From an optimization exercise on the open Yosys and OpenROAD flow, aimed at small area and a short achievable clock period; shortcuts taken in it are not production practice. Where RTL was checked, it was by simulation tests only, not by an equivalence proof against the original. No functional check of the RTL was part of run 2.

<file path="flow/run.sh">
#!/bin/bash
# synth_recipe.tcl (not shown) runs the flow's synth.tcl, then flattens the netlist and writes it again
# the make line also repeats each setting of config.mk as NAME=value (left out here)
make -C /OpenROAD-flow-scripts/flow DESIGN_CONFIG=/design/flow/config.mk WORK_HOME=/design/flow/orfs CLKGATE_MAP_FILE= SYNTH_SCRIPT=/design/flow/synth_recipe.tcl finish
</file>
<file path="flow/config.mk">
export PLATFORM = sky130hd
export DESIGN_NAME = top
export DESIGN_NICKNAME = top
export VERILOG_FILES = /design/flow/design.v
export SDC_FILE = /design/flow/constraint.sdc
export NUM_CORES = 4
export LEC_CHECK = 0
export CAP_MARGIN = 20
export CORE_MARGIN = 2
export CORE_UTILIZATION = 40
export SETUP_SLACK_MARGIN = 4.0
export SLEW_MARGIN = 20
export SYNTH_HIERARCHICAL = 1
export SYNTH_MINIMUM_KEEP_SIZE = 0
export TNS_END_PERCENT = 20
</file>
<file path="flow/constraint.sdc">
create_clock -name core_clock -period 8.0 [get_ports {clock}]
set_input_delay 1.6000 -clock core_clock [delete_from_list [all_inputs] [get_ports {clock}]]
set_output_delay 1.6000 -clock core_clock [all_outputs]
set_load 0.01 [all_outputs]
</file>
<file path="flow/design.v">
`default_nettype none
module fpu_s0 (
    input  logic [4:0] ea,
    input  logic [4:0] eb,
    output logic [4:0] d,
    output logic       e_gt,
    output logic       e_eq
);
    logic [4:0] dab, dba;
    gt5 uecmp(.x(ea), .y(eb), .gt(e_gt));
    sub5 uda(.x(ea), .y(~eb), .s(dab));
    sub5 udb(.x(eb), .y(~ea), .s(dba));
    assign e_eq = ea == eb;
    assign d = e_gt ? dab : dba;
endmodule
module fpu_s1 (
    input  logic [15:0] a,
    input  logic [15:0] b,
    input  logic        sub,
    input  logic [4:0]  d,
    input  logic        e_gt,
    input  logic        e_eq,
    output logic [14:0] sum,
    output logic        gsel,
    output logic [5:0]  xe,
    output logic [11:0] m0,
    output logic [12:0] m1,
    output logic        c8,
    output logic        st
);
    logic c_sub;
    logic [9:0] ma, mb, msx, mg;
    logic [12:0] sh;
    logic stx, eff_sub;
    logic [14:0] ext_g, ext_s, sum_p, sum_m;
    assign ma = a[9:0];
    assign mb = b[9:0];
    assign msx = e_gt ? mb : ma;
    assign mg  = e_gt ? ma : mb;
    assign sh  = {1'b1, msx, 2'b00} >> d;
    always_comb begin
        stx = d > 5'd10;
        for (int j = 0; j < 8; j++)
            if (msx[j] && d > j + 2) stx = 1'b1;
    end
    assign ext_g = {2'b01, mg, 3'b000};
    assign ext_s = {1'b0, sh, stx};
    add15 uadd(.x(ext_g), .y(ext_s), .s(sum_p));
    abs15 usub(.x(ext_g), .y(ext_s), .s(sum_m), .c(c_sub));
    assign eff_sub = a[15] ^ b[15] ^ sub;
    assign sum = eff_sub ? sum_m : sum_p;
    assign gsel = e_gt | (e_eq & ~c_sub);
    assign xe = {1'b0, a[14:10]} + {1'b0, b[14:10]};
    logic [21:0] r0, r1;
    logic [8:0] lo;
    mul_tree mt(.a(ma), .b(mb), .r0, .r1);
    assign lo = {1'b0, r0[7:0]} + {1'b0, r1[7:0]};
    assign c8 = lo[8];
    assign st = |lo[7:0];
    assign m0 = r0[19:8];
    assign m1 = r1[20:8];
endmodule
module fpu_s2 (
    input  logic [15:0] a,
    input  logic [15:0] b,
    input  logic        op_mul,
    input  logic        op_sub,
    input  logic [14:0] sum,
    input  logic        gsel,
    input  logic [5:0]  xe,
    input  logic [11:0] m0,
    input  logic [12:0] m1,
    input  logic        c8,
    input  logic        st,
    output logic [15:0] y
);
    logic sa, sb, sbx;
    logic [4:0] ea, eb, eg;
    logic a_e1, b_e1, a_nan, b_nan, a_inf, b_inf, a_0, b_0;
    logic sg;
    assign sa = a[15];
    assign sb = b[15];
    assign sbx = sb ^ op_sub;
    assign ea = a[14:10];
    assign eb = b[14:10];
    assign a_e1 = &ea;
    assign b_e1 = &eb;
    assign a_nan = a_e1 & (|a[9:0]);
    assign b_nan = b_e1 & (|b[9:0]);
    assign a_inf = a_e1 & ~(|a[9:0]);
    assign b_inf = b_e1 & ~(|b[9:0]);
    assign a_0 = ~(|ea);
    assign b_0 = ~(|eb);
    logic [3:0] nsh;
    logic [14:0] w;
    logic [5:0] exp_a;
    logic ru_a, ovf_a, unf_a, cancel;
    assign eg = gsel ? ea : eb;
    assign sg = gsel ? sa : sbx;
    always_comb begin
        nsh = 4'd12;
        for (int i = 2; i <= 14; i++)
            if (sum[i]) nsh = 4'(14 - i);
    end
    assign w = sum << nsh;
    assign exp_a = {1'b0, eg} + 6'd1 - {2'b00, nsh};
    assign ru_a = w[3] & (w[4] | w[2] | w[1] | w[0]);
    assign ovf_a = sum[14] & (eg == 5'd30);
    assign unf_a = {1'b0, nsh} > eg;
    assign cancel = sum == 15'd0;
    logic [13:0] prod;
    logic p21, rb, pn8, pn12, ru_m, carry_m, quirk, ovf_m, unf_m;
    logic [9:0] m;
    logic [4:0] e_m, xe14, xe15;
    add14 uprod(.x({2'b01, m0}), .y({1'b0, m1}), .ci(c8), .s(prod));
    assign p21 = prod[13];
    assign m    = p21 ? prod[12:3] : prod[11:2];
    assign rb   = p21 ? prod[2] : prod[1];
    assign pn8  = p21 ? prod[1] : prod[0];
    assign pn12 = p21 ? prod[5] : prod[4];
    assign ru_m = rb & (pn8 | st | pn12);
    assign carry_m = ru_m & (&m);
    assign xe14 = 5'(xe - 6'd14);
    assign xe15 = 5'(xe - 6'd15);
    assign e_m = p21 ? xe14 : xe15;
    assign quirk = carry_m & (p21 ? xe >= 6'd29 : xe >= 6'd30);
    assign ovf_m = ~quirk & (p21 ? xe >= 6'd45 : xe >= 6'd46);
    assign unf_m = p21 ? (xe < 6'd14) | ((xe == 6'd14) & ~carry_m)
                       : (xe < 6'd15) | ((xe == 6'd15) & ~carry_m);
    logic [14:0] pre, r15;
    logic ru, sgn, ovf, unf;
    assign pre = op_mul ? {e_m, m} : {exp_a[4:0], w[13:4]};
    assign ru  = op_mul ? ru_m : ru_a;
    inc15 uinc(.x(pre), .ci(ru), .s(r15));
    assign sgn = op_mul ? sa ^ sb : sg;
    assign ovf = op_mul ? ovf_m : ovf_a;
    assign unf = op_mul ? unf_m : unf_a;
    logic nan_r, inf_r, sel_a, sel_b, regular, sel_inf, sel_r, sel_q, sgn_r;
    logic [14:0] mag;
    assign nan_r = a_nan | b_nan | (~op_mul & a_inf & b_inf & (sa ^ sbx));
    assign inf_r = ~nan_r & (a_inf | b_inf);
    assign sel_a = ~op_mul & ~a_0 & b_0 & ~nan_r & ~inf_r;
    assign sel_b = ~op_mul & a_0 & ~b_0 & ~nan_r & ~inf_r;
    assign regular = ~nan_r & ~inf_r & ~a_0 & ~b_0 & (op_mul | ~cancel);
    assign sel_inf = inf_r | (regular & ovf);
    assign sel_q = regular & op_mul & quirk;
    assign sel_r = regular & ~ovf & ~unf & ~(op_mul & quirk);
    assign mag = ({15{nan_r}} & 15'h7FFF)
               | ({15{sel_inf}} & 15'h7C00)
               | ({15{sel_q}} & 15'h3C00)
               | ({15{sel_a}} & a[14:0])
               | ({15{sel_b}} & b[14:0])
               | ({15{sel_r}} & r15);
    assign sgn_r = nan_r
                 | (inf_r & (op_mul ? sa ^ sb : (a_inf ? sa : sbx)))
                 | (sel_a & (sa ^ op_sub))
                 | (sel_b & sbx)
                 | (regular & sgn);
    assign y = {sgn_r, mag};
endmodule
module mul_tree (input logic [9:0] a, input logic [9:0] b, output logic [21:0] r0, output logic [21:0] r1);
    logic pp_0_0, pp_0_1, pp_0_2, pp_0_3, pp_0_4, pp_0_5, pp_0_6, pp_0_7, pp_0_8, pp_0_9, pp_1_0, pp_1_1, pp_1_2, pp_1_3, pp_1_4, pp_1_5, pp_1_6, pp_1_7, pp_1_8, pp_1_9, pp_2_0, pp_2_1, pp_2_2, pp_2_3, pp_2_4, pp_2_5, pp_2_6, pp_2_7, pp_2_8, pp_2_9, pp_3_0, pp_3_1, pp_3_2, pp_3_3, pp_3_4, pp_3_5, pp_3_6, pp_3_7, pp_3_8, pp_3_9, pp_4_0, pp_4_1, pp_4_2, pp_4_3, pp_4_4, pp_4_5, pp_4_6, pp_4_7, pp_4_8, pp_4_9, pp_5_0, pp_5_1, pp_5_2, pp_5_3, pp_5_4, pp_5_5, pp_5_6, pp_5_7, pp_5_8, pp_5_9, pp_6_0, pp_6_1, pp_6_2, pp_6_3, pp_6_4, pp_6_5, pp_6_6, pp_6_7, pp_6_8, pp_6_9, pp_7_0, pp_7_1, pp_7_2, pp_7_3, pp_7_4, pp_7_5, pp_7_6, pp_7_7, pp_7_8, pp_7_9, pp_8_0, pp_8_1, pp_8_2, pp_8_3, pp_8_4, pp_8_5, pp_8_6, pp_8_7, pp_8_8, pp_8_9, pp_9_0, pp_9_1, pp_9_2, pp_9_3, pp_9_4, pp_9_5, pp_9_6, pp_9_7, pp_9_8, pp_9_9, t1, t2, t3, t4, t5, t6, t7, t8, t9, t10, t11, t12, t13, t14, t15, t16, t17, t18, t19, t20, t21, t22, t23, t24, t25, t26, t27, t28, t29, t30, t31, t32, t33, t34, t35, t36, t37, t38, t39, t40, t41, t42, t43, t44, t45, t46, t47, t48, t49, t50, t51, t52, t53, t54, t55, t56, t57, t58, t59, t60, t61, t62, t63, t64, t65, t66, t67, t68, t69, t70, t71, t72, t73, t74, t75, t76, t77, t78, t79, t80, t81, t82, t83, t84, t85, t86, t87, t88, t89, t90, t91, t92, t93, t94, t95, t96, t97, t98, t99, t100, t101, t102, t103, t104, t105, t106, t107, t108, t109, t110, t111, t112, t113, t114, t115, t116, t117, t118, t119, t120, t121, t122, t123, t124, t125, t126, t127, t128, t129, t130, t131, t132, t133, t134, t135, t136, t137, t138, t139, t140, t141, t142, t143, t144, t145, t146, t147, t148, t149, t150, t151, t152, t153, t154, t155, t156, t157, t158, t159, t160, t161, t162, t163, t164, t165, t166, t167, t168, t169, t170, t171, t172, t173, t174, t175, t176, t177, t178, t179, t180;
    assign pp_0_0 = a[0] & b[0];
    assign pp_0_1 = a[0] & b[1];
    assign pp_0_2 = a[0] & b[2];
    assign pp_0_3 = a[0] & b[3];
    assign pp_0_4 = a[0] & b[4];
    assign pp_0_5 = a[0] & b[5];
    assign pp_0_6 = a[0] & b[6];
    assign pp_0_7 = a[0] & b[7];
    assign pp_0_8 = a[0] & b[8];
    assign pp_0_9 = a[0] & b[9];
    assign pp_1_0 = a[1] & b[0];
    assign pp_1_1 = a[1] & b[1];
    assign pp_1_2 = a[1] & b[2];
    assign pp_1_3 = a[1] & b[3];
    assign pp_1_4 = a[1] & b[4];
    assign pp_1_5 = a[1] & b[5];
    assign pp_1_6 = a[1] & b[6];
    assign pp_1_7 = a[1] & b[7];
    assign pp_1_8 = a[1] & b[8];
    assign pp_1_9 = a[1] & b[9];
    assign pp_2_0 = a[2] & b[0];
    assign pp_2_1 = a[2] & b[1];
    assign pp_2_2 = a[2] & b[2];
    assign pp_2_3 = a[2] & b[3];
    assign pp_2_4 = a[2] & b[4];
    assign pp_2_5 = a[2] & b[5];
    assign pp_2_6 = a[2] & b[6];
    assign pp_2_7 = a[2] & b[7];
    assign pp_2_8 = a[2] & b[8];
    assign pp_2_9 = a[2] & b[9];
    assign pp_3_0 = a[3] & b[0];
    assign pp_3_1 = a[3] & b[1];
    assign pp_3_2 = a[3] & b[2];
    assign pp_3_3 = a[3] & b[3];
    assign pp_3_4 = a[3] & b[4];
    assign pp_3_5 = a[3] & b[5];
    assign pp_3_6 = a[3] & b[6];
    assign pp_3_7 = a[3] & b[7];
    assign pp_3_8 = a[3] & b[8];
    assign pp_3_9 = a[3] & b[9];
    assign pp_4_0 = a[4] & b[0];
    assign pp_4_1 = a[4] & b[1];
    assign pp_4_2 = a[4] & b[2];
    assign pp_4_3 = a[4] & b[3];
    assign pp_4_4 = a[4] & b[4];
    assign pp_4_5 = a[4] & b[5];
    assign pp_4_6 = a[4] & b[6];
    assign pp_4_7 = a[4] & b[7];
    assign pp_4_8 = a[4] & b[8];
    assign pp_4_9 = a[4] & b[9];
    assign pp_5_0 = a[5] & b[0];
    assign pp_5_1 = a[5] & b[1];
    assign pp_5_2 = a[5] & b[2];
    assign pp_5_3 = a[5] & b[3];
    assign pp_5_4 = a[5] & b[4];
    assign pp_5_5 = a[5] & b[5];
    assign pp_5_6 = a[5] & b[6];
    assign pp_5_7 = a[5] & b[7];
    assign pp_5_8 = a[5] & b[8];
    assign pp_5_9 = a[5] & b[9];
    assign pp_6_0 = a[6] & b[0];
    assign pp_6_1 = a[6] & b[1];
    assign pp_6_2 = a[6] & b[2];
    assign pp_6_3 = a[6] & b[3];
    assign pp_6_4 = a[6] & b[4];
    assign pp_6_5 = a[6] & b[5];
    assign pp_6_6 = a[6] & b[6];
    assign pp_6_7 = a[6] & b[7];
    assign pp_6_8 = a[6] & b[8];
    assign pp_6_9 = a[6] & b[9];
    assign pp_7_0 = a[7] & b[0];
    assign pp_7_1 = a[7] & b[1];
    assign pp_7_2 = a[7] & b[2];
    assign pp_7_3 = a[7] & b[3];
    assign pp_7_4 = a[7] & b[4];
    assign pp_7_5 = a[7] & b[5];
    assign pp_7_6 = a[7] & b[6];
    assign pp_7_7 = a[7] & b[7];
    assign pp_7_8 = a[7] & b[8];
    assign pp_7_9 = a[7] & b[9];
    assign pp_8_0 = a[8] & b[0];
    assign pp_8_1 = a[8] & b[1];
    assign pp_8_2 = a[8] & b[2];
    assign pp_8_3 = a[8] & b[3];
    assign pp_8_4 = a[8] & b[4];
    assign pp_8_5 = a[8] & b[5];
    assign pp_8_6 = a[8] & b[6];
    assign pp_8_7 = a[8] & b[7];
    assign pp_8_8 = a[8] & b[8];
    assign pp_8_9 = a[8] & b[9];
    assign pp_9_0 = a[9] & b[0];
    assign pp_9_1 = a[9] & b[1];
    assign pp_9_2 = a[9] & b[2];
    assign pp_9_3 = a[9] & b[3];
    assign pp_9_4 = a[9] & b[4];
    assign pp_9_5 = a[9] & b[5];
    assign pp_9_6 = a[9] & b[6];
    assign pp_9_7 = a[9] & b[7];
    assign pp_9_8 = a[9] & b[8];
    assign pp_9_9 = a[9] & b[9];
    assign t1 = pp_0_9 ^ pp_1_8;
    assign t2 = pp_0_9 & pp_1_8;
    fa3 u_t3 (.x(a[0]), .y(pp_1_9), .z(pp_2_8), .s(t3), .c(t4));
    assign t5 = pp_3_7 ^ pp_4_6;
    assign t6 = pp_3_7 & pp_4_6;
    fa3 u_t7 (.x(a[1]), .y(pp_2_9), .z(pp_3_8), .s(t7), .c(t8));
    assign t9 = pp_4_7 ^ pp_5_6;
    assign t10 = pp_4_7 & pp_5_6;
    fa3 u_t11 (.x(a[2]), .y(pp_3_9), .z(pp_4_8), .s(t11), .c(t12));
    assign t13 = pp_0_6 ^ pp_1_5;
    assign t14 = pp_0_6 & pp_1_5;
    fa3 u_t15 (.x(pp_0_7), .y(pp_1_6), .z(pp_2_5), .s(t15), .c(t16));
    assign t17 = pp_3_4 ^ pp_4_3;
    assign t18 = pp_3_4 & pp_4_3;
    fa3 u_t19 (.x(pp_0_8), .y(pp_1_7), .z(pp_2_6), .s(t19), .c(t20));
    fa3 u_t21 (.x(pp_3_5), .y(pp_4_4), .z(pp_5_3), .s(t21), .c(t22));
    assign t23 = pp_6_2 ^ pp_7_1;
    assign t24 = pp_6_2 & pp_7_1;
    fa3 u_t25 (.x(pp_2_7), .y(pp_3_6), .z(pp_4_5), .s(t25), .c(t26));
    fa3 u_t27 (.x(pp_5_4), .y(pp_6_3), .z(pp_7_2), .s(t27), .c(t28));
    fa3 u_t29 (.x(pp_8_1), .y(pp_9_0), .z(t1), .s(t29), .c(t30));
    fa3 u_t31 (.x(pp_5_5), .y(pp_6_4), .z(pp_7_3), .s(t31), .c(t32));
    fa3 u_t33 (.x(pp_8_2), .y(pp_9_1), .z(b[0]), .s(t33), .c(t34));
    fa3 u_t35 (.x(t2), .y(t3), .z(t5), .s(t35), .c(t36));
    fa3 u_t37 (.x(pp_6_5), .y(pp_7_4), .z(pp_8_3), .s(t37), .c(t38));
    fa3 u_t39 (.x(pp_9_2), .y(b[1]), .z(t4), .s(t39), .c(t40));
    fa3 u_t41 (.x(t6), .y(t7), .z(t9), .s(t41), .c(t42));
    fa3 u_t43 (.x(pp_5_7), .y(pp_6_6), .z(pp_7_5), .s(t43), .c(t44));
    fa3 u_t45 (.x(pp_8_4), .y(pp_9_3), .z(b[2]), .s(t45), .c(t46));
    fa3 u_t47 (.x(t8), .y(t10), .z(t11), .s(t47), .c(t48));
    fa3 u_t49 (.x(a[3]), .y(pp_4_9), .z(pp_5_8), .s(t49), .c(t50));
    fa3 u_t51 (.x(pp_6_7), .y(pp_7_6), .z(pp_8_5), .s(t51), .c(t52));
    fa3 u_t53 (.x(pp_9_4), .y(b[3]), .z(t12), .s(t53), .c(t54));
    fa3 u_t55 (.x(a[4]), .y(pp_5_9), .z(pp_6_8), .s(t55), .c(t56));
    fa3 u_t57 (.x(pp_7_7), .y(pp_8_6), .z(pp_9_5), .s(t57), .c(t58));
    fa3 u_t59 (.x(a[5]), .y(pp_6_9), .z(pp_7_8), .s(t59), .c(t60));
    assign t61 = pp_0_4 ^ pp_1_3;
    assign t62 = pp_0_4 & pp_1_3;
    fa3 u_t63 (.x(pp_0_5), .y(pp_1_4), .z(pp_2_3), .s(t63), .c(t64));
    assign t65 = pp_3_2 ^ pp_4_1;
    assign t66 = pp_3_2 & pp_4_1;
    fa3 u_t67 (.x(pp_2_4), .y(pp_3_3), .z(pp_4_2), .s(t67), .c(t68));
    fa3 u_t69 (.x(pp_5_1), .y(pp_6_0), .z(t13), .s(t69), .c(t70));
    fa3 u_t71 (.x(pp_5_2), .y(pp_6_1), .z(pp_7_0), .s(t71), .c(t72));
    fa3 u_t73 (.x(t14), .y(t15), .z(t17), .s(t73), .c(t74));
    fa3 u_t75 (.x(pp_8_0), .y(t16), .z(t18), .s(t75), .c(t76));
    fa3 u_t77 (.x(t19), .y(t21), .z(t23), .s(t77), .c(t78));
    fa3 u_t79 (.x(t20), .y(t22), .z(t24), .s(t79), .c(t80));
    fa3 u_t81 (.x(t25), .y(t27), .z(t29), .s(t81), .c(t82));
    fa3 u_t83 (.x(t26), .y(t28), .z(t30), .s(t83), .c(t84));
    fa3 u_t85 (.x(t31), .y(t33), .z(t35), .s(t85), .c(t86));
    fa3 u_t87 (.x(t32), .y(t34), .z(t36), .s(t87), .c(t88));
    fa3 u_t89 (.x(t37), .y(t39), .z(t41), .s(t89), .c(t90));
    fa3 u_t91 (.x(t38), .y(t40), .z(t42), .s(t91), .c(t92));
    fa3 u_t93 (.x(t43), .y(t45), .z(t47), .s(t93), .c(t94));
    fa3 u_t95 (.x(t44), .y(t46), .z(t48), .s(t95), .c(t96));
    fa3 u_t97 (.x(t49), .y(t51), .z(t53), .s(t97), .c(t98));
    fa3 u_t99 (.x(b[4]), .y(t50), .z(t52), .s(t99), .c(t100));
    fa3 u_t101 (.x(t54), .y(t55), .z(t57), .s(t101), .c(t102));
    fa3 u_t103 (.x(pp_8_7), .y(pp_9_6), .z(b[5]), .s(t103), .c(t104));
    fa3 u_t105 (.x(t56), .y(t58), .z(t59), .s(t105), .c(t106));
    fa3 u_t107 (.x(a[6]), .y(pp_7_9), .z(pp_8_8), .s(t107), .c(t108));
    fa3 u_t109 (.x(pp_9_7), .y(b[6]), .z(t60), .s(t109), .c(t110));
    fa3 u_t111 (.x(a[7]), .y(pp_8_9), .z(pp_9_8), .s(t111), .c(t112));
    assign t113 = pp_0_3 ^ pp_1_2;
    assign t114 = pp_0_3 & pp_1_2;
    fa3 u_t115 (.x(pp_2_2), .y(pp_3_1), .z(pp_4_0), .s(t115), .c(t116));
    fa3 u_t117 (.x(pp_5_0), .y(t62), .z(t63), .s(t117), .c(t118));
    fa3 u_t119 (.x(t64), .y(t66), .z(t67), .s(t119), .c(t120));
    fa3 u_t121 (.x(t68), .y(t70), .z(t71), .s(t121), .c(t122));
    fa3 u_t123 (.x(t72), .y(t74), .z(t75), .s(t123), .c(t124));
    fa3 u_t125 (.x(t76), .y(t78), .z(t79), .s(t125), .c(t126));
    fa3 u_t127 (.x(t80), .y(t82), .z(t83), .s(t127), .c(t128));
    fa3 u_t129 (.x(t84), .y(t86), .z(t87), .s(t129), .c(t130));
    fa3 u_t131 (.x(t88), .y(t90), .z(t91), .s(t131), .c(t132));
    fa3 u_t133 (.x(t92), .y(t94), .z(t95), .s(t133), .c(t134));
    fa3 u_t135 (.x(t96), .y(t98), .z(t99), .s(t135), .c(t136));
    fa3 u_t137 (.x(t100), .y(t102), .z(t103), .s(t137), .c(t138));
    fa3 u_t139 (.x(t104), .y(t106), .z(t107), .s(t139), .c(t140));
    fa3 u_t141 (.x(b[7]), .y(t108), .z(t110), .s(t141), .c(t142));
    fa3 u_t143 (.x(a[8]), .y(pp_9_9), .z(b[8]), .s(t143), .c(t144));
    assign t145 = pp_0_2 ^ pp_1_1;
    assign t146 = pp_0_2 & pp_1_1;
    fa3 u_t147 (.x(pp_2_1), .y(pp_3_0), .z(t113), .s(t147), .c(t148));
    fa3 u_t149 (.x(t61), .y(t114), .z(t115), .s(t149), .c(t150));
    fa3 u_t151 (.x(t65), .y(t116), .z(t117), .s(t151), .c(t152));
    fa3 u_t153 (.x(t69), .y(t118), .z(t119), .s(t153), .c(t154));
    fa3 u_t155 (.x(t73), .y(t120), .z(t121), .s(t155), .c(t156));
    fa3 u_t157 (.x(t77), .y(t122), .z(t123), .s(t157), .c(t158));
    fa3 u_t159 (.x(t81), .y(t124), .z(t125), .s(t159), .c(t160));
    fa3 u_t161 (.x(t85), .y(t126), .z(t127), .s(t161), .c(t162));
    fa3 u_t163 (.x(t89), .y(t128), .z(t129), .s(t163), .c(t164));
    fa3 u_t165 (.x(t93), .y(t130), .z(t131), .s(t165), .c(t166));
    fa3 u_t167 (.x(t97), .y(t132), .z(t133), .s(t167), .c(t168));
    fa3 u_t169 (.x(t101), .y(t134), .z(t135), .s(t169), .c(t170));
    fa3 u_t171 (.x(t105), .y(t136), .z(t137), .s(t171), .c(t172));
    fa3 u_t173 (.x(t109), .y(t138), .z(t139), .s(t173), .c(t174));
    fa3 u_t175 (.x(t111), .y(t140), .z(t141), .s(t175), .c(t176));
    fa3 u_t177 (.x(t112), .y(t142), .z(t143), .s(t177), .c(t178));
    fa3 u_t179 (.x(a[9]), .y(b[9]), .z(t144), .s(t179), .c(t180));
    assign r0 = {1'b0, 1'b1, t178, t176, t174, t172, t170, t168, t166, t164, t162, t160, t158, t156, t154, t152, t150, t148, t146, pp_2_0, pp_0_1, pp_0_0};
    assign r1 = {1'b0, t180, t179, t177, t175, t173, t171, t169, t167, t165, t163, t161, t159, t157, t155, t153, t151, t149, t147, t145, pp_1_0, 1'b0};
endmodule
module fa3 (input logic x, y, z, output logic s, c);
    assign s = x ^ y ^ z;
    assign c = (x & y) | (x & z) | (y & z);
endmodule
module gt5 (input logic [4:0] x, input logic [4:0] y, output logic gt);
    logic [4:0] p, g;
    logic G1, P1, G2, P2, G3, P3, G4, P4;
    assign p = ~(x ^ y);
    assign g = x & ~y;
    pg_cell u1 (.gh(g[1]), .ph(p[1]), .gl(g[0]), .pl(p[0]), .go(G1), .po(P1));
    pg_cell u2 (.gh(g[3]), .ph(p[3]), .gl(g[2]), .pl(p[2]), .go(G2), .po(P2));
    pg_cell u3 (.gh(G2), .ph(P2), .gl(G1), .pl(P1), .go(G3), .po(P3));
    pg_g u4 (.gh(g[4]), .ph(p[4]), .gl(G3), .go(G4));
    assign gt = G4;
endmodule
module sub5 (input logic [4:0] x, input logic [4:0] y, output logic [4:0] s);
    logic [4:0] p, g;
    logic G1, P1, G2, P2, G3, P3, G4, P4, G5, P5;
    assign p = x ^ y;
    assign g = x & y;
    logic g0c;
    assign g0c = x[0] | y[0];
    pg_cell u1 (.gh(g[1]), .ph(p[1]), .gl(g0c), .pl(p[0]), .go(G1), .po(P1));
    pg_cell u2 (.gh(g[3]), .ph(p[3]), .gl(g[2]), .pl(p[2]), .go(G2), .po(P2));
    pg_g u3 (.gh(g[2]), .ph(p[2]), .gl(G1), .go(G3));
    pg_cell u4 (.gh(G2), .ph(P2), .gl(G1), .pl(P1), .go(G4), .po(P4));
    pg_g u5 (.gh(g[4]), .ph(p[4]), .gl(G4), .go(G5));
    assign s = p ^ {G4, G3, G1, g0c, 1'b1};
endmodule
module add15 (input logic [14:0] x, input logic [14:0] y, output logic [14:0] s);
    logic [14:0] p, g;
    logic G1, P1, G2, P2, G3, P3, G4, P4, G5, P5, G6, P6, G7, P7, G8, P8, G9, P9, G10, P10, G11, P11, G12, P12, G13, P13, G14, P14, G15, P15, G16, P16, G17, P17, G18, P18, G19, P19, G20, P20, G21, P21, G22, P22, G23, P23, G24, P24, G25, P25, G26, P26, G27, P27, G28, P28;
    assign p = x ^ y;
    assign g = x & y;
    pg_cell u1 (.gh(g[1]), .ph(p[1]), .gl(g[0]), .pl(p[0]), .go(G1), .po(P1));
    pg_cell u2 (.gh(g[3]), .ph(p[3]), .gl(g[2]), .pl(p[2]), .go(G2), .po(P2));
    pg_cell u3 (.gh(g[5]), .ph(p[5]), .gl(g[4]), .pl(p[4]), .go(G3), .po(P3));
    pg_cell u4 (.gh(g[7]), .ph(p[7]), .gl(g[6]), .pl(p[6]), .go(G4), .po(P4));
    pg_cell u5 (.gh(g[9]), .ph(p[9]), .gl(g[8]), .pl(p[8]), .go(G5), .po(P5));
    pg_cell u6 (.gh(g[11]), .ph(p[11]), .gl(g[10]), .pl(p[10]), .go(G6), .po(P6));
    pg_cell u7 (.gh(g[13]), .ph(p[13]), .gl(g[12]), .pl(p[12]), .go(G7), .po(P7));
    pg_g u8 (.gh(g[2]), .ph(p[2]), .gl(G1), .go(G8));
    pg_cell u9 (.gh(G2), .ph(P2), .gl(G1), .pl(P1), .go(G9), .po(P9));
    pg_cell u10 (.gh(g[6]), .ph(p[6]), .gl(G3), .pl(P3), .go(G10), .po(P10));
    pg_cell u11 (.gh(G4), .ph(P4), .gl(G3), .pl(P3), .go(G11), .po(P11));
    pg_cell u12 (.gh(g[10]), .ph(p[10]), .gl(G5), .pl(P5), .go(G12), .po(P12));
    pg_cell u13 (.gh(G6), .ph(P6), .gl(G5), .pl(P5), .go(G13), .po(P13));
    pg_cell u14 (.gh(g[14]), .ph(p[14]), .gl(G7), .pl(P7), .go(G14), .po(P14));
    pg_g u15 (.gh(g[4]), .ph(p[4]), .gl(G9), .go(G15));
    pg_g u16 (.gh(G3), .ph(P3), .gl(G9), .go(G16));
    pg_g u17 (.gh(G10), .ph(P10), .gl(G9), .go(G17));
    pg_cell u18 (.gh(G11), .ph(P11), .gl(G9), .pl(P9), .go(G18), .po(P18));
    pg_cell u19 (.gh(g[12]), .ph(p[12]), .gl(G13), .pl(P13), .go(G19), .po(P19));
    pg_cell u20 (.gh(G7), .ph(P7), .gl(G13), .pl(P13), .go(G20), .po(P20));
    pg_cell u21 (.gh(G14), .ph(P14), .gl(G13), .pl(P13), .go(G21), .po(P21));
    pg_g u22 (.gh(g[8]), .ph(p[8]), .gl(G18), .go(G22));
    pg_g u23 (.gh(G5), .ph(P5), .gl(G18), .go(G23));
    pg_g u24 (.gh(G12), .ph(P12), .gl(G18), .go(G24));
    pg_g u25 (.gh(G13), .ph(P13), .gl(G18), .go(G25));
    pg_g u26 (.gh(G19), .ph(P19), .gl(G18), .go(G26));
    pg_g u27 (.gh(G20), .ph(P20), .gl(G18), .go(G27));
    pg_g u28 (.gh(G21), .ph(P21), .gl(G18), .go(G28));
    assign s = p ^ {G27, G26, G25, G24, G23, G22, G18, G17, G16, G15, G9, G8, G1, g[0], 1'b0};
endmodule
module abs15 (input logic [14:0] x, input logic [14:0] y, output logic [14:0] s, output logic c);
    logic [14:0] p, g, t, t1, cg, cp;
    logic G1, P1, G2, P2, G3, P3, G4, P4, G5, P5, G6, P6, G7, P7, G8, P8, G9, P9, G10, P10, G11, P11, G12, P12, G13, P13, G14, P14, G15, P15, G16, P16, G17, P17, G18, P18, G19, P19, G20, P20, G21, P21, G22, P22, G23, P23, G24, P24, G25, P25, G26, P26, G27, P27, G28, P28;
    assign p = x ^ ~y;
    assign g = x & ~y;
    pg_cell u1 (.gh(g[1]), .ph(p[1]), .gl(g[0]), .pl(p[0]), .go(G1), .po(P1));
    pg_cell u2 (.gh(g[3]), .ph(p[3]), .gl(g[2]), .pl(p[2]), .go(G2), .po(P2));
    pg_cell u3 (.gh(g[5]), .ph(p[5]), .gl(g[4]), .pl(p[4]), .go(G3), .po(P3));
    pg_cell u4 (.gh(g[7]), .ph(p[7]), .gl(g[6]), .pl(p[6]), .go(G4), .po(P4));
    pg_cell u5 (.gh(g[9]), .ph(p[9]), .gl(g[8]), .pl(p[8]), .go(G5), .po(P5));
    pg_cell u6 (.gh(g[11]), .ph(p[11]), .gl(g[10]), .pl(p[10]), .go(G6), .po(P6));
    pg_cell u7 (.gh(g[13]), .ph(p[13]), .gl(g[12]), .pl(p[12]), .go(G7), .po(P7));
    pg_cell u8 (.gh(g[2]), .ph(p[2]), .gl(G1), .pl(P1), .go(G8), .po(P8));
    pg_cell u9 (.gh(G2), .ph(P2), .gl(G1), .pl(P1), .go(G9), .po(P9));
    pg_cell u10 (.gh(g[6]), .ph(p[6]), .gl(G3), .pl(P3), .go(G10), .po(P10));
    pg_cell u11 (.gh(G4), .ph(P4), .gl(G3), .pl(P3), .go(G11), .po(P11));
    pg_cell u12 (.gh(g[10]), .ph(p[10]), .gl(G5), .pl(P5), .go(G12), .po(P12));
    pg_cell u13 (.gh(G6), .ph(P6), .gl(G5), .pl(P5), .go(G13), .po(P13));
    pg_cell u14 (.gh(g[14]), .ph(p[14]), .gl(G7), .pl(P7), .go(G14), .po(P14));
    pg_cell u15 (.gh(g[4]), .ph(p[4]), .gl(G9), .pl(P9), .go(G15), .po(P15));
    pg_cell u16 (.gh(G3), .ph(P3), .gl(G9), .pl(P9), .go(G16), .po(P16));
    pg_cell u17 (.gh(G10), .ph(P10), .gl(G9), .pl(P9), .go(G17), .po(P17));
    pg_cell u18 (.gh(G11), .ph(P11), .gl(G9), .pl(P9), .go(G18), .po(P18));
    pg_cell u19 (.gh(g[12]), .ph(p[12]), .gl(G13), .pl(P13), .go(G19), .po(P19));
    pg_cell u20 (.gh(G7), .ph(P7), .gl(G13), .pl(P13), .go(G20), .po(P20));
    pg_cell u21 (.gh(G14), .ph(P14), .gl(G13), .pl(P13), .go(G21), .po(P21));
    pg_cell u22 (.gh(g[8]), .ph(p[8]), .gl(G18), .pl(P18), .go(G22), .po(P22));
    pg_cell u23 (.gh(G5), .ph(P5), .gl(G18), .pl(P18), .go(G23), .po(P23));
    pg_cell u24 (.gh(G12), .ph(P12), .gl(G18), .pl(P18), .go(G24), .po(P24));
    pg_cell u25 (.gh(G13), .ph(P13), .gl(G18), .pl(P18), .go(G25), .po(P25));
    pg_cell u26 (.gh(G19), .ph(P19), .gl(G18), .pl(P18), .go(G26), .po(P26));
    pg_cell u27 (.gh(G20), .ph(P20), .gl(G18), .pl(P18), .go(G27), .po(P27));
    pg_cell u28 (.gh(G21), .ph(P21), .gl(G18), .pl(P18), .go(G28), .po(P28));
    assign cg = {G27, G26, G25, G24, G23, G22, G18, G17, G16, G15, G9, G8, G1, g[0], 1'b0};
    assign cp = {P27, P26, P25, P24, P23, P22, P18, P17, P16, P15, P9, P8, P1, p[0], 1'b1};
    assign t = p ^ cg;
    assign t1 = p ^ (cg | cp);
    assign c = G28;
    assign s = c ? t1 : ~t;
endmodule
module add14 (input logic [13:0] x, input logic [13:0] y, input logic ci, output logic [13:0] s);
    logic [13:0] p, g;
    logic G1, P1, G2, P2, G3, P3, G4, P4, G5, P5, G6, P6, G7, P7, G8, P8, G9, P9, G10, P10, G11, P11, G12, P12, G13, P13, G14, P14, G15, P15, G16, P16, G17, P17, G18, P18, G19, P19, G20, P20, G21, P21, G22, P22, G23, P23, G24, P24, G25, P25;
    assign p = x ^ y;
    assign g = x & y;
    logic g0c;
    pg_g u_cin (.gh(g[0]), .ph(p[0]), .gl(ci), .go(g0c));
    pg_cell u1 (.gh(g[1]), .ph(p[1]), .gl(g0c), .pl(p[0]), .go(G1), .po(P1));
    pg_cell u2 (.gh(g[3]), .ph(p[3]), .gl(g[2]), .pl(p[2]), .go(G2), .po(P2));
    pg_cell u3 (.gh(g[5]), .ph(p[5]), .gl(g[4]), .pl(p[4]), .go(G3), .po(P3));
    pg_cell u4 (.gh(g[7]), .ph(p[7]), .gl(g[6]), .pl(p[6]), .go(G4), .po(P4));
    pg_cell u5 (.gh(g[9]), .ph(p[9]), .gl(g[8]), .pl(p[8]), .go(G5), .po(P5));
    pg_cell u6 (.gh(g[11]), .ph(p[11]), .gl(g[10]), .pl(p[10]), .go(G6), .po(P6));
    pg_cell u7 (.gh(g[13]), .ph(p[13]), .gl(g[12]), .pl(p[12]), .go(G7), .po(P7));
    pg_g u8 (.gh(g[2]), .ph(p[2]), .gl(G1), .go(G8));
    pg_cell u9 (.gh(G2), .ph(P2), .gl(G1), .pl(P1), .go(G9), .po(P9));
    pg_cell u10 (.gh(g[6]), .ph(p[6]), .gl(G3), .pl(P3), .go(G10), .po(P10));
    pg_cell u11 (.gh(G4), .ph(P4), .gl(G3), .pl(P3), .go(G11), .po(P11));
    pg_cell u12 (.gh(g[10]), .ph(p[10]), .gl(G5), .pl(P5), .go(G12), .po(P12));
    pg_cell u13 (.gh(G6), .ph(P6), .gl(G5), .pl(P5), .go(G13), .po(P13));
    pg_g u14 (.gh(g[4]), .ph(p[4]), .gl(G9), .go(G14));
    pg_g u15 (.gh(G3), .ph(P3), .gl(G9), .go(G15));
    pg_g u16 (.gh(G10), .ph(P10), .gl(G9), .go(G16));
    pg_cell u17 (.gh(G11), .ph(P11), .gl(G9), .pl(P9), .go(G17), .po(P17));
    pg_cell u18 (.gh(g[12]), .ph(p[12]), .gl(G13), .pl(P13), .go(G18), .po(P18));
    pg_cell u19 (.gh(G7), .ph(P7), .gl(G13), .pl(P13), .go(G19), .po(P19));
    pg_g u20 (.gh(g[8]), .ph(p[8]), .gl(G17), .go(G20));
    pg_g u21 (.gh(G5), .ph(P5), .gl(G17), .go(G21));
    pg_g u22 (.gh(G12), .ph(P12), .gl(G17), .go(G22));
    pg_g u23 (.gh(G13), .ph(P13), .gl(G17), .go(G23));
    pg_g u24 (.gh(G18), .ph(P18), .gl(G17), .go(G24));
    pg_g u25 (.gh(G19), .ph(P19), .gl(G17), .go(G25));
    assign s = p ^ {G24, G23, G22, G21, G20, G17, G16, G15, G14, G9, G8, G1, g0c, ci};
endmodule
module inc15 (input logic [14:0] x, input logic ci, output logic [14:0] s);
    logic A1, A2, A3, A4, A5, A6, A7, A8, A9, A10, A11, A12, A13, A14, A15, A16, A17, A18, A19, A20, A21, A22, A23, A24, A25, A26, A27, A28;
    and_cell u1 (.a(x[1]), .b(x[0]), .y(A1));
    and_cell u2 (.a(x[3]), .b(x[2]), .y(A2));
    and_cell u3 (.a(x[5]), .b(x[4]), .y(A3));
    and_cell u4 (.a(x[7]), .b(x[6]), .y(A4));
    and_cell u5 (.a(x[9]), .b(x[8]), .y(A5));
    and_cell u6 (.a(x[11]), .b(x[10]), .y(A6));
    and_cell u7 (.a(x[13]), .b(x[12]), .y(A7));
    and_cell u8 (.a(x[2]), .b(A1), .y(A8));
    and_cell u9 (.a(A2), .b(A1), .y(A9));
    and_cell u10 (.a(x[6]), .b(A3), .y(A10));
    and_cell u11 (.a(A4), .b(A3), .y(A11));
    and_cell u12 (.a(x[10]), .b(A5), .y(A12));
    and_cell u13 (.a(A6), .b(A5), .y(A13));
    and_cell u14 (.a(x[14]), .b(A7), .y(A14));
    and_cell u15 (.a(x[4]), .b(A9), .y(A15));
    and_cell u16 (.a(A3), .b(A9), .y(A16));
    and_cell u17 (.a(A10), .b(A9), .y(A17));
    and_cell u18 (.a(A11), .b(A9), .y(A18));
    and_cell u19 (.a(x[12]), .b(A13), .y(A19));
    and_cell u20 (.a(A7), .b(A13), .y(A20));
    and_cell u21 (.a(A14), .b(A13), .y(A21));
    and_cell u22 (.a(x[8]), .b(A18), .y(A22));
    and_cell u23 (.a(A5), .b(A18), .y(A23));
    and_cell u24 (.a(A12), .b(A18), .y(A24));
    and_cell u25 (.a(A13), .b(A18), .y(A25));
    and_cell u26 (.a(A19), .b(A18), .y(A26));
    and_cell u27 (.a(A20), .b(A18), .y(A27));
    and_cell u28 (.a(A21), .b(A18), .y(A28));
    assign s = x ^ {(A27 & ci), (A26 & ci), (A25 & ci), (A24 & ci), (A23 & ci), (A22 & ci), (A18 & ci), (A17 & ci), (A16 & ci), (A15 & ci), (A9 & ci), (A8 & ci), (A1 & ci), (x[0] & ci), ci};
endmodule
module pg_cell (input logic gh, ph, gl, pl, output logic go, po);
    assign go = gh | (ph & gl);
    assign po = ph & pl;
endmodule
module pg_g (input logic gh, ph, gl, output logic go);
    assign go = gh | (ph & gl);
endmodule
module and_cell (input logic a, b, output logic y);
    assign y = a & b;
endmodule
module input_16(
    input logic clock, reset,
    input logic [9:0] data_in,
    output logic [15:0] num1, num2,
    output logic [15:0] num1_next, num2_next,
    output logic op_mul, op_sub,
    output logic start,
    output logic sub_now
);
    logic count;
    logic is_a, is_b, is_op;
    assign is_a  = data_in[1:0] == 2'b01;
    assign is_b  = data_in[1:0] == 2'b10;
    assign is_op = data_in[1:0] == 2'b11;
    assign sub_now = is_op ? data_in[3] : op_sub;
    assign num1_next[7:0]  = (is_a && !count) ? data_in[9:2] : num1[7:0];
    assign num1_next[15:8] = (is_a &&  count) ? data_in[9:2] : num1[15:8];
    assign num2_next[7:0]  = (is_b && !count) ? data_in[9:2] : num2[7:0];
    assign num2_next[15:8] = (is_b &&  count) ? data_in[9:2] : num2[15:8];
    always_ff @(posedge clock or posedge reset) begin
        if (reset) begin
            num1 <= 'd0;
            num2 <= 'd0;
            start <= 1'b0;
            count <= 1'b0;
        end
        else begin
            num1 <= num1_next;
            num2 <= num2_next;
            if (is_a || is_b) count <= ~count;
            start <= is_op;
        end
    end
    always_ff @(posedge clock) begin
        if (is_op) begin
            op_mul <= data_in[4];
            op_sub <= data_in[3];
        end
    end
endmodule: input_16
module output_16(
    input logic clock, reset,
    input logic [15:0] ans,
    input logic done_calc,
    output logic [9:0] data_out
);
    logic count;
    logic valid;
    logic [7:0] byte_q;
    assign data_out = {byte_q, valid, valid};
    always_ff @(posedge clock or posedge reset) begin
        if (reset) begin
            byte_q <= 'd0;
            valid <= 1'b0;
            count <= 1'b0;
        end
        else begin
            valid <= done_calc | count;
            count <= done_calc;
            byte_q <= done_calc ? ans[15:8] : count ? ans[7:0] : 8'd0;
        end
    end
endmodule: output_16
module top(
    input logic clock, reset,
    input logic [9:0] inp,
    output logic [9:0] out
);
    logic [15:0] a, b, a_next, b_next, y;
    logic op_mul, op_sub, start;
    logic sub_now;
    input_16 in1(.clock, .reset, .data_in(inp), .num1(a), .num2(b),
                 .num1_next(a_next), .num2_next(b_next),
                 .op_mul, .op_sub, .start, .sub_now);
    logic e_gt, e_gt_d, e_ne, e_eq_d;
    logic [4:0] d, d_d;
    fpu_s0 s0(.ea(a_next[14:10]), .eb(b_next[14:10]), .d(d_d), .e_gt(e_gt_d), .e_eq(e_eq_d));
    always_ff @(posedge clock or posedge reset) begin
        if (reset) begin
            d <= 5'd0;
            e_gt <= 1'b0;
            e_ne <= 1'b0;
        end
        else begin
            d <= d_d;
            e_gt <= e_gt_d;
            e_ne <= ~e_eq_d;
        end
    end
    logic [14:0] sum, sum_d;
    logic gsel, gsel_d;
    logic [5:0] xe, xe_d;
    logic [11:0] m0, m0_d;
    logic [12:0] m1, m1_d;
    logic c8, c8_d, st, st_d;
    fpu_s1 s1(.a, .b, .sub(sub_now), .d, .e_gt, .e_eq(~e_ne), .sum(sum_d), .gsel(gsel_d), .xe(xe_d),
              .m0(m0_d), .m1(m1_d), .c8(c8_d), .st(st_d));
    always_ff @(posedge clock) begin
        sum  <= sum_d;
        gsel <= gsel_d;
        xe   <= xe_d;
        m0   <= m0_d;
        m1   <= m1_d;
        c8   <= c8_d;
        st   <= st_d;
    end
    fpu_s2 s2(.a, .b, .op_mul, .op_sub, .sum, .gsel, .xe, .m0, .m1, .c8, .st, .y);
    output_16 out1(.clock, .reset, .ans(y), .done_calc(start), .data_out(out));
endmodule
</file>
==> results of run 1 <==
-- cells in the final DEF (no fill, tap or decap), types with 38 or more instances in the layout --
| cell type | instances |
|---|---|
| ha_1 | 94 |
| buf_4 | 49 |
| and2_1 | 169 |
| fa_1 | 82 |
| inv_1 | 71 |
| dfxtp_1 | 48 |
| mux2_2 | 62 |
| nor2_1 | 67 |
| a21o_1 | 98 |
| nand2_1 | 55 |
| xor2_1 | 38 |
-- final timing paths --
kind	start	end	cells after the start	slack (ns)
max	m0[0]	out1.byte_q[1]	16	4.03
max reg2reg	m0[0]	out1.byte_q[1]	16	4.03
min in group asynchronous	reset	e_gt	2	1.73
max in group asynchronous	reset	in1.num1[9]	3	5.79
min reg2reg	in1.count	in1.count	1	0.57
min	in1.count	in1.count	1	0.57
-- cell type report --
type,count,area (µm²),share of cell area [%]
clock inverters,7,93.84,0.6614
repair buffers,72,618.1,4.357
well taps,402,503.0,3.545
flip-flops and latches,102,2341,16.50
multi-input cells,1119,10100,71.22
clock buffers,9,225.2,1.587
inverters,77,301.5,2.125
-- per-stage QoR --
step / utilization (%) / hold slack, ns / std cells
after floorplan: - / 0.4584 / 1377
after global placement: 41.66 / 0.5390 / 1731
after detailed placement: 41.66 / 0.5468 / 1731
after CTS: 43.94 / 0.5647 / 1776
after global routing: 44.84 / 0.5933 / 1788
final: 44.84 / 0.5672 / 1788
-- worst max-delay path, delay by kind of cell (launching register included) --
kind / cells / cell delay, ns
AND/OR/NAND/NOR: 3 / 1.14
AO/OA/AOI/OAI: 10 / 1.60
XOR/XNOR: 1 / 0.41
buffers and inverters: 1 / 0.15
flip-flops: 1 / 0.34
adder cells (fa/ha/maj): 1 / 0.23
-- repair_timing --
action	4_1_cts	5_1_grt
pin swaps	22	18
buffers inserted	26	10
gates resized for setup	49	49
gates cloned	3	2
endpoints found under the setup margin	24	25
-- state kept, by name, indices dropped and copies added, names as in the netlist, 5 cells and up --
signal / count
in1.num1: 16
in1.num2: 16
m0: 12
xe: 6
m1: 13
out1.byte_q: 8
sum: 15
d: 5
-- layer usage --
| layer | track usage [%] | up-vias |
|---|---|---|
| met5 | 0 | - |
| met4 | 4.768 | 0 |
| met3 | 1.545 | 36 |
| met2 | 35.38 | 224 |
| met1 | 27.70 | 5000 |
| li1 | - | 4827 |
==> results_dict.tcl, run 1 <==
set metrics [dict create \
    cts.sinks 102 \
    vias 10090 \
    core-area_mm2 0.03164 \
    path_clk_slew_ns 0.09 \
    hpwl_um 24960 \
    max-cap-violations 0 \
    diodes 0 \
    die_h_um 183.7 \
    syn_inst 1365 \
    met2_length_um 16370 \
    start_kind "flop" \
    cts_hold_buf 0 \
    period_share_pct 49.60 \
    die_area_mm2 0.03374 \
    synth_area_mm2 0.01292 \
    outcome "no timing/DRC/antenna violations" \
    pin_count 22 \
    initial_core_util_pct 40.83 \
    required_ns 8.28 \
    wl_met3_um 1062 \
    drt_pass1_iterations 5 \
    wl_met1_um 15880 \
    cp.arrival_ns 4.25 \
    cts_made_buffers 9 \
    clock_skew_ns 0.01786 \
    design_area_mm2 0.01419 \
    die_w_um 183.7 \
    place_congestion 0.9091 \
    grt_setup_unrepaired "yes" \
    grt_max_degree 35 \
    crit_path_max_incr_delay_ns 0.61 \
    crit_type "flop to flop" \
    endpoint_kind "flop" \
    hold_class "flop to flop" \
    crit_chain "ha_4 -> a21o_1 -> a21o_1 -> a21o_1 -> a21o_4 -> a21o_4 -> xor3_4 -> or4_1 -> o221ai_4 -> nor4_4 -> o211ai_2 -> o21ai_1 -> and4b_4 -> buf_4 -> a21o_1 -> a22o_1" \
    track_usage_pct 20.41 \
    yosys_warnings 11 \
    worstPathMaxFanout 11 \
    avgSynthCellArea_um2 9.462 \
    fillers 3011 \
    insertion_delay_ns 0.37 \
    cts_root_buffer "clkbuf_16" \
    wl_um 33870 \
    cts_htree_levels 3 \
    tightest_slew_ns 0.8203 \
    fmax_mhz 252.0 \
    dpl-instance-area_mm2 0.01318 \
    final_nets 1573 \
    final-hold-violation-count 0 \
    top_layer "met4" \
    fin_crit_ns 3.968 \
    finalSetupViolations 0 \
    slew_violations 0 \
    drive_above_1_share_pct 19.05 \
    route.detailed.drc 0 \
    grt_pass1_wl_um 54630 \
    layout_setup_ws_ns 4.032 \
    area_delta_synth_final_pct 9.842 \
    cp_slowest_cell "or4_1" \
    drtIter0Drc 859 \
    pre_cts_slack_ns 2.969 \
    grt.overflow.total 0 \
    crit_path_frequent_cell "a21o_1" \
    routedWlPerCell_um 18.94 \
    grt_pass1_vias 10050 \
    vias_per_cell 5.641 \
    io_buffers 21 \
    relSlewSlack_pct 45.31 \
    antenna_found_initial 0 \
    ant_nets 0 \
    clk_path_buf_depth 2 \
    cts_tree "done" \
    fin_tns_setup_ns 0 \
    row_count 65 \
]
==> run 2: changes to the inputs <==
--- a/flow/design.v
+++ b/flow/design.v
@@ -18,38 +18,34 @@
     input  logic [15:0] b,
     input  logic        sub,
     input  logic [4:0]  d,
-    input  logic        e_gt,
-    input  logic        e_eq,
+    input  logic        gsel,
     output logic [14:0] sum,
-    output logic        gsel,
     output logic [5:0]  xe,
     output logic [11:0] m0,
     output logic [12:0] m1,
     output logic        c8,
     output logic        st
 );
-    logic c_sub;
-    logic [9:0] ma, mb, msx, mg;
+    logic [9:0] ma, mb, ms, mg;
     logic [12:0] sh;
-    logic stx, eff_sub;
+    logic sticky, eff_sub;
     logic [14:0] ext_g, ext_s, sum_p, sum_m;
     assign ma = a[9:0];
     assign mb = b[9:0];
-    assign msx = e_gt ? mb : ma;
-    assign mg  = e_gt ? ma : mb;
-    assign sh  = {1'b1, msx, 2'b00} >> d;
+    assign mg = gsel ? ma : mb;
+    assign ms = gsel ? mb : ma;
+    assign sh = {1'b1, ms, 2'b00} >> d;
     always_comb begin
-        stx = d > 5'd10;
+        sticky = d > 5'd10;
         for (int j = 0; j < 8; j++)
-            if (msx[j] && d > j + 2) stx = 1'b1;
+            if (ms[j] && d > j + 2) sticky = 1'b1;
     end
     assign ext_g = {2'b01, mg, 3'b000};
-    assign ext_s = {1'b0, sh, stx};
+    assign ext_s = {1'b0, sh, sticky};
     add15 uadd(.x(ext_g), .y(ext_s), .s(sum_p));
-    abs15 usub(.x(ext_g), .y(ext_s), .s(sum_m), .c(c_sub));
+    sub15 usub(.x(ext_g), .y(~ext_s), .s(sum_m));
     assign eff_sub = a[15] ^ b[15] ^ sub;
     assign sum = eff_sub ? sum_m : sum_p;
-    assign gsel = e_gt | (e_eq & ~c_sub);
     assign xe = {1'b0, a[14:10]} + {1'b0, b[14:10]};
     logic [21:0] r0, r1;
     logic [8:0] lo;
@@ -427,45 +423,59 @@
     pg_g u28 (.gh(G21), .ph(P21), .gl(G18), .go(G28));
     assign s = p ^ {G27, G26, G25, G24, G23, G22, G18, G17, G16, G15, G9, G8, G1, g[0], 1'b0};
 endmodule
-module abs15 (input logic [14:0] x, input logic [14:0] y, output logic [14:0] s, output logic c);
-    logic [14:0] p, g, t, t1, cg, cp;
+module sub15 (input logic [14:0] x, input logic [14:0] y, output logic [14:0] s);
+    logic [14:0] p, g;
     logic G1, P1, G2, P2, G3, P3, G4, P4, G5, P5, G6, P6, G7, P7, G8, P8, G9, P9, G10, P10, G11, P11, G12, P12, G13, P13, G14, P14, G15, P15, G16, P16, G17, P17, G18, P18, G19, P19, G20, P20, G21, P21, G22, P22, G23, P23, G24, P24, G25, P25, G26, P26, G27, P27, G28, P28;
-    assign p = x ^ ~y;
-    assign g = x & ~y;
-    pg_cell u1 (.gh(g[1]), .ph(p[1]), .gl(g[0]), .pl(p[0]), .go(G1), .po(P1));
+    assign p = x ^ y;
+    assign g = x & y;
+    logic g0c;
+    assign g0c = x[0] | y[0];
+    pg_cell u1 (.gh(g[1]), .ph(p[1]), .gl(g0c), .pl(p[0]), .go(G1), .po(P1));
     pg_cell u2 (.gh(g[3]), .ph(p[3]), .gl(g[2]), .pl(p[2]), .go(G2), .po(P2));
     pg_cell u3 (.gh(g[5]), .ph(p[5]), .gl(g[4]), .pl(p[4]), .go(G3), .po(P3));
     pg_cell u4 (.gh(g[7]), .ph(p[7]), .gl(g[6]), .pl(p[6]), .go(G4), .po(P4));
     pg_cell u5 (.gh(g[9]), .ph(p[9]), .gl(g[8]), .pl(p[8]), .go(G5), .po(P5));
     pg_cell u6 (.gh(g[11]), .ph(p[11]), .gl(g[10]), .pl(p[10]), .go(G6), .po(P6));
     pg_cell u7 (.gh(g[13]), .ph(p[13]), .gl(g[12]), .pl(p[12]), .go(G7), .po(P7));
-    pg_cell u8 (.gh(g[2]), .ph(p[2]), .gl(G1), .pl(P1), .go(G8), .po(P8));
+    pg_g u8 (.gh(g[2]), .ph(p[2]), .gl(G1), .go(G8));
     pg_cell u9 (.gh(G2), .ph(P2), .gl(G1), .pl(P1), .go(G9), .po(P9));
     pg_cell u10 (.gh(g[6]), .ph(p[6]), .gl(G3), .pl(P3), .go(G10), .po(P10));
     pg_cell u11 (.gh(G4), .ph(P4), .gl(G3), .pl(P3), .go(G11), .po(P11));
     pg_cell u12 (.gh(g[10]), .ph(p[10]), .gl(G5), .pl(P5), .go(G12), .po(P12));
     pg_cell u13 (.gh(G6), .ph(P6), .gl(G5), .pl(P5), .go(G13), .po(P13));
     pg_cell u14 (.gh(g[14]), .ph(p[14]), .gl(G7), .pl(P7), .go(G14), .po(P14));
-    pg_cell u15 (.gh(g[4]), .ph(p[4]), .gl(G9), .pl(P9), .go(G15), .po(P15));
-    pg_cell u16 (.gh(G3), .ph(P3), .gl(G9), .pl(P9), .go(G16), .po(P16));
-    pg_cell u17 (.gh(G10), .ph(P10), .gl(G9), .pl(P9), .go(G17), .po(P17));
+    pg_g u15 (.gh(g[4]), .ph(p[4]), .gl(G9), .go(G15));
+    pg_g u16 (.gh(G3), .ph(P3), .gl(G9), .go(G16));
+    pg_g u17 (.gh(G10), .ph(P10), .gl(G9), .go(G17));
     pg_cell u18 (.gh(G11), .ph(P11), .gl(G9), .pl(P9), .go(G18), .po(P18));
     pg_cell u19 (.gh(g[12]), .ph(p[12]), .gl(G13), .pl(P13), .go(G19), .po(P19));
     pg_cell u20 (.gh(G7), .ph(P7), .gl(G13), .pl(P13), .go(G20), .po(P20));
     pg_cell u21 (.gh(G14), .ph(P14), .gl(G13), .pl(P13), .go(G21), .po(P21));
-    pg_cell u22 (.gh(g[8]), .ph(p[8]), .gl(G18), .pl(P18), .go(G22), .po(P22));
-    pg_cell u23 (.gh(G5), .ph(P5), .gl(G18), .pl(P18), .go(G23), .po(P23));
-    pg_cell u24 (.gh(G12), .ph(P12), .gl(G18), .pl(P18), .go(G24), .po(P24));
-    pg_cell u25 (.gh(G13), .ph(P13), .gl(G18), .pl(P18), .go(G25), .po(P25));
-    pg_cell u26 (.gh(G19), .ph(P19), .gl(G18), .pl(P18), .go(G26), .po(P26));
-    pg_cell u27 (.gh(G20), .ph(P20), .gl(G18), .pl(P18), .go(G27), .po(P27));
-    pg_cell u28 (.gh(G21), .ph(P21), .gl(G18), .pl(P18), .go(G28), .po(P28));
-    assign cg = {G27, G26, G25, G24, G23, G22, G18, G17, G16, G15, G9, G8, G1, g[0], 1'b0};
-    assign cp = {P27, P26, P25, P24, P23, P22, P18, P17, P16, P15, P9, P8, P1, p[0], 1'b1};
-    assign t = p ^ cg;
-    assign t1 = p ^ (cg | cp);
-    assign c = G28;
-    assign s = c ? t1 : ~t;
+    pg_g u22 (.gh(g[8]), .ph(p[8]), .gl(G18), .go(G22));
+    pg_g u23 (.gh(G5), .ph(P5), .gl(G18), .go(G23));
+    pg_g u24 (.gh(G12), .ph(P12), .gl(G18), .go(G24));
+    pg_g u25 (.gh(G13), .ph(P13), .gl(G18), .go(G25));
+    pg_g u26 (.gh(G19), .ph(P19), .gl(G18), .go(G26));
+    pg_g u27 (.gh(G20), .ph(P20), .gl(G18), .go(G27));
+    pg_g u28 (.gh(G21), .ph(P21), .gl(G18), .go(G28));
+    assign s = p ^ {G27, G26, G25, G24, G23, G22, G18, G17, G16, G15, G9, G8, G1, g0c, 1'b1};
+endmodule
+module cmp10 (input logic [9:0] x, input logic [9:0] y, output logic gt, output logic eq);
+    logic [9:0] p, g;
+    logic G1, P1, G2, P2, G3, P3, G4, P4, G5, P5, G6, P6, G7, P7, G8, P8, G9, P9;
+    assign p = ~(x ^ y);
+    assign g = x & ~y;
+    pg_cell u1 (.gh(g[1]), .ph(p[1]), .gl(g[0]), .pl(p[0]), .go(G1), .po(P1));
+    pg_cell u2 (.gh(g[3]), .ph(p[3]), .gl(g[2]), .pl(p[2]), .go(G2), .po(P2));
+    pg_cell u3 (.gh(g[5]), .ph(p[5]), .gl(g[4]), .pl(p[4]), .go(G3), .po(P3));
+    pg_cell u4 (.gh(g[7]), .ph(p[7]), .gl(g[6]), .pl(p[6]), .go(G4), .po(P4));
+    pg_cell u5 (.gh(g[9]), .ph(p[9]), .gl(g[8]), .pl(p[8]), .go(G5), .po(P5));
+    pg_cell u6 (.gh(G2), .ph(P2), .gl(G1), .pl(P1), .go(G6), .po(P6));
+    pg_cell u7 (.gh(G4), .ph(P4), .gl(G3), .pl(P3), .go(G7), .po(P7));
+    pg_cell u8 (.gh(G7), .ph(P7), .gl(G6), .pl(P6), .go(G8), .po(P8));
+    pg_cell u9 (.gh(G5), .ph(P5), .gl(G8), .pl(P8), .go(G9), .po(P9));
+    assign gt = G9;
+    assign eq = P9;
 endmodule
 module add14 (input logic [13:0] x, input logic [13:0] y, input logic ci, output logic [13:0] s);
     logic [13:0] p, g;
@@ -550,13 +560,16 @@
     output logic [15:0] num1_next, num2_next,
     output logic op_mul, op_sub,
     output logic start,
-    output logic sub_now
+    output logic sub_now,
+    output logic hi_a, hi_b
 );
     logic count;
     logic is_a, is_b, is_op;
     assign is_a  = data_in[1:0] == 2'b01;
     assign is_b  = data_in[1:0] == 2'b10;
     assign is_op = data_in[1:0] == 2'b11;
+    assign hi_a = is_a && count;
+    assign hi_b = is_b && count;
     assign sub_now = is_op ? data_in[3] : op_sub;
     assign num1_next[7:0]  = (is_a && !count) ? data_in[9:2] : num1[7:0];
     assign num1_next[15:8] = (is_a &&  count) ? data_in[9:2] : num1[15:8];
@@ -613,36 +626,44 @@
 );
     logic [15:0] a, b, a_next, b_next, y;
     logic op_mul, op_sub, start;
-    logic sub_now;
+    logic sub_now, hi_a, hi_b;
     input_16 in1(.clock, .reset, .data_in(inp), .num1(a), .num2(b),
                  .num1_next(a_next), .num2_next(b_next),
-                 .op_mul, .op_sub, .start, .sub_now);
+                 .op_mul, .op_sub, .start, .sub_now, .hi_a, .hi_b);
     logic e_gt, e_gt_d, e_ne, e_eq_d;
     logic [4:0] d, d_d;
     fpu_s0 s0(.ea(a_next[14:10]), .eb(b_next[14:10]), .d(d_d), .e_gt(e_gt_d), .e_eq(e_eq_d));
+    logic [9:0] mx, my;
+    logic mgt_x, meq_x, m_gt, m_gt_d;
+    assign mx = {inp[3:2], hi_a ? a[7:0] : b[7:0]};
+    assign my = hi_a ? b[9:0] : a[9:0];
+    cmp10 ucm(.x(mx), .y(my), .gt(mgt_x), .eq(meq_x));
+    assign m_gt_d = hi_a ? mgt_x : hi_b ? ~(mgt_x | meq_x) : m_gt;
     always_ff @(posedge clock or posedge reset) begin
         if (reset) begin
             d <= 5'd0;
             e_gt <= 1'b0;
             e_ne <= 1'b0;
+            m_gt <= 1'b0;
         end
         else begin
             d <= d_d;
             e_gt <= e_gt_d;
             e_ne <= ~e_eq_d;
+            m_gt <= m_gt_d;
         end
     end
+    logic gsel;
+    assign gsel = e_gt | (~e_ne & m_gt);
     logic [14:0] sum, sum_d;
-    logic gsel, gsel_d;
     logic [5:0] xe, xe_d;
     logic [11:0] m0, m0_d;
     logic [12:0] m1, m1_d;
     logic c8, c8_d, st, st_d;
-    fpu_s1 s1(.a, .b, .sub(sub_now), .d, .e_gt, .e_eq(~e_ne), .sum(sum_d), .gsel(gsel_d), .xe(xe_d),
+    fpu_s1 s1(.a, .b, .sub(sub_now), .d, .gsel, .sum(sum_d), .xe(xe_d),
               .m0(m0_d), .m1(m1_d), .c8(c8_d), .st(st_d));
     always_ff @(posedge clock) begin
         sum  <= sum_d;
-        gsel <= gsel_d;
         xe   <= xe_d;
         m0   <= m0_d;
         m1   <= m1_d;
--- a/flow/config.mk
+++ b/flow/config.mk
@@ -12,4 +12,4 @@
 export SLEW_MARGIN = 20
 export SYNTH_HIERARCHICAL = 1
 export SYNTH_MINIMUM_KEEP_SIZE = 0
-export TNS_END_PERCENT = 20
+export TNS_END_PERCENT = 5
==> run 2 against run 1 <==
First-iteration DRC count down 30%. Register-to-register slack worse by 0.05 ns. Clock skew rose by 0.0031 ns.
==> results_dict.tcl, run 2 <==
set metrics [dict create \
    die_h_um 183.8 \
    cts.sinks 102 \
    wl_um 33020 \
    outcome "no timing/DRC/antenna violations" \
    die_area_mm2 0.03379 \
    grt_use_met1_pct 26.56 \
    tightest_slew_ns 0.9539 \
    fin_tns_setup_ns 0 \
    busiest_layer "met2" \
    io_buffers 21 \
    slew_violations 0 \
    fillers 3054 \
    synth_area_mm2 0.01293 \
    dp_cells 1702 \
    drive_above_1_share_pct 15.21 \
    max-cap-violations 0 \
    clk_path_buf_depth 2 \
    cts_tree "done" \
    drtIter0Drc 602 \
    required_ns 8.27 \
    path_clk_slew_ns 0.09 \
    grt_setup_unrepaired "yes" \
    rr_endpoint "sum[10]" \
    final_nets 1536 \
    crit_path_end "d[4]" \
    crit_type "input port to flop" \
    place_congestion 0.8699 \
    start_kind "input port" \
    fmax_mhz 247.5 \
    multiInputGateArea_mm2 0.009889 \
    core-area_mm2 0.03172 \
    avgSynthCellArea_um2 9.674 \
    initial_core_util_pct 40.78 \
    routedWlPerCell_um 18.94 \
    clock_skew_ns 0.02098 \
    syn_inst 1337 \
    vias 9724 \
    gr-usage-met3_pct 2.219 \
    relSlewSlack_pct 36.41 \
    crit_start "inp[1]" \
    drt_pass1_iterations 5 \
    rrSetupSlack_ns 3.98 \
    grt_pass1_vias 9903 \
    layout_setup_ws_ns 3.960 \
    row_count 65 \
    area_delta_synth_final_pct 6.946 \
    die_w_um 183.8 \
    cts_htree_levels 3 \
    cp.arrival_ns 4.31 \
    r2r_cells 12 \
    diodes 0 \
    grt_pass1_wl_um 53320 \
    endpoint_kind "flop" \
    rr_startpoint "m_gt" \
    worstPathMaxFanout 8 \
    finalSetupViolations 0 \
    yosys_warnings 11 \
    holdCritStartpoint "out1.count" \
    pre_cts_slack_ns 2.997 \
    ant_nets 0 \
    pin_count 22 \
    met2_usage_pct 34.87 \
    cts_root_buffer "clkbuf_16" \
    cts_made_buffers 9 \
    antenna_found_initial 0 \
    track_usage_pct 20.18 \
    period_share_pct 50.50 \
    final_common_cell "and2_1" \
    insertion_delay_ns 0.38 \
    vias_per_cell 5.579 \
    grt_max_degree 35 \
    post-route-util_pct 43.61 \
    seq_area_mm2 0.002313 \
    final-hold-violation-count 0 \
    largest_registers "in1.num1: 16 flops, in1.num2: 16 flops, sum: 15 flops" \
    fin_crit_ns 4.040 \
    hold_class "flop to flop" \
    route.detailed.drc 0 \
    final_cells 1743 \
    hpwl_um 24050 \
    final_cell_mix "and2_1 (172), a21o_1 (110), ha_1 (105)" \
    cts_hold_buf 0 \
    grt.overflow.total 0 \
]
-- run 2: worst min-delay path by stage --
| stage | endpoint | depth (start not counted) |
|---|---|---|
| final | out1.byte_q[5] | 2 |
| after CTS | out1.byte_q[5] | 2 |
| after detailed placement | in1.count | 1 |
| after global routing | in1.count | 1 |
| after global placement | in1.count | 1 |
| after floorplan | out1.count | 0 |
-- run 2: final cells by class --
cell class / count / share of cell area, %
multi-input combinational: 1089 / 71.50
tap: 402 / 3.636
clock buffer: 9 / 1.628
inverter: 79 / 2.180
timing repair buffer: 54 / 3.564
sequential: 102 / 16.73
clock inverter: 7 / 0.7146
timing repair inverter: 1 / 0.05427
-- run 2: through the flow --
step	area [µm²]	hold slack (ns)
2_1_floorplan	12980	0.4584
3_3_place_gp	13200	0.5434
3_5_place_dp	13200	0.5584
4_1_cts	13800	0.5950
5_1_grt	13830	0.6287
6_report	13830	0.5910
-- run 2: worst max-delay path: stages --
cell and delay (ns):
clkdlybuf4s50_1 0.50, inv_1 0.05, ha_1 0.22, nand2_4 0.12, buf_4 0.19, mux2_2 0.41, ha_1 0.33, a21o_1 0.21
a21o_1 0.20, xor3_1 0.18, mux2_2 0.28
-- run 2: metal layers --
metal	share of wire, %	wire length [µm]	vias to the layer above
met1	46	15200	4822
met5	0	0	-
met4	2.2	730	0
met2	48	15970	218
met3	3.4	1121	54
li1	-	-	4630
-- run 2: timing repair --
action	in CTS	in global routing
setup endpoints to repair	16	22
pin swaps	17	4
hold endpoints to repair	0	0
gates cloned	3	0
gates resized for setup	22	4
buffers inserted	21	1

-- port drivers added, routing unchanged --
How much do the figures lean on ideal ports? The routed layouts below were timed once more, with nothing changed but the port constraints. Step 1 sets driving cells, clkbuf_16 on the clock port and buf_2 on the other inputs (assumed; they add their load-dependent delay and slew). Step 2 times the ports against the registers' clock, not the clock port: input delays grow and output delays shrink by t, the midpoint of the rising clock arrivals with the driver on. Slacks: no drivers / after step 1 / after step 2; pairs: no drivers / after step 1.
run | t, ns | setup slack, ns | worst register clock-pin slew, ns | cell pins on the clock port's net
run 1 | 0.402 | 4.032 / 4.032 / 3.745 | 0.09 / 0.09 | 1
run 2 | 0.419 | 3.960 / 3.979 / 3.564 | 0.09 / 0.09 | 1
After both steps setup and hold are still met in every run listed. The setup slack of run 2, which loses most, moves by +0.019 ns with the drivers and by -0.396 ns with both steps.
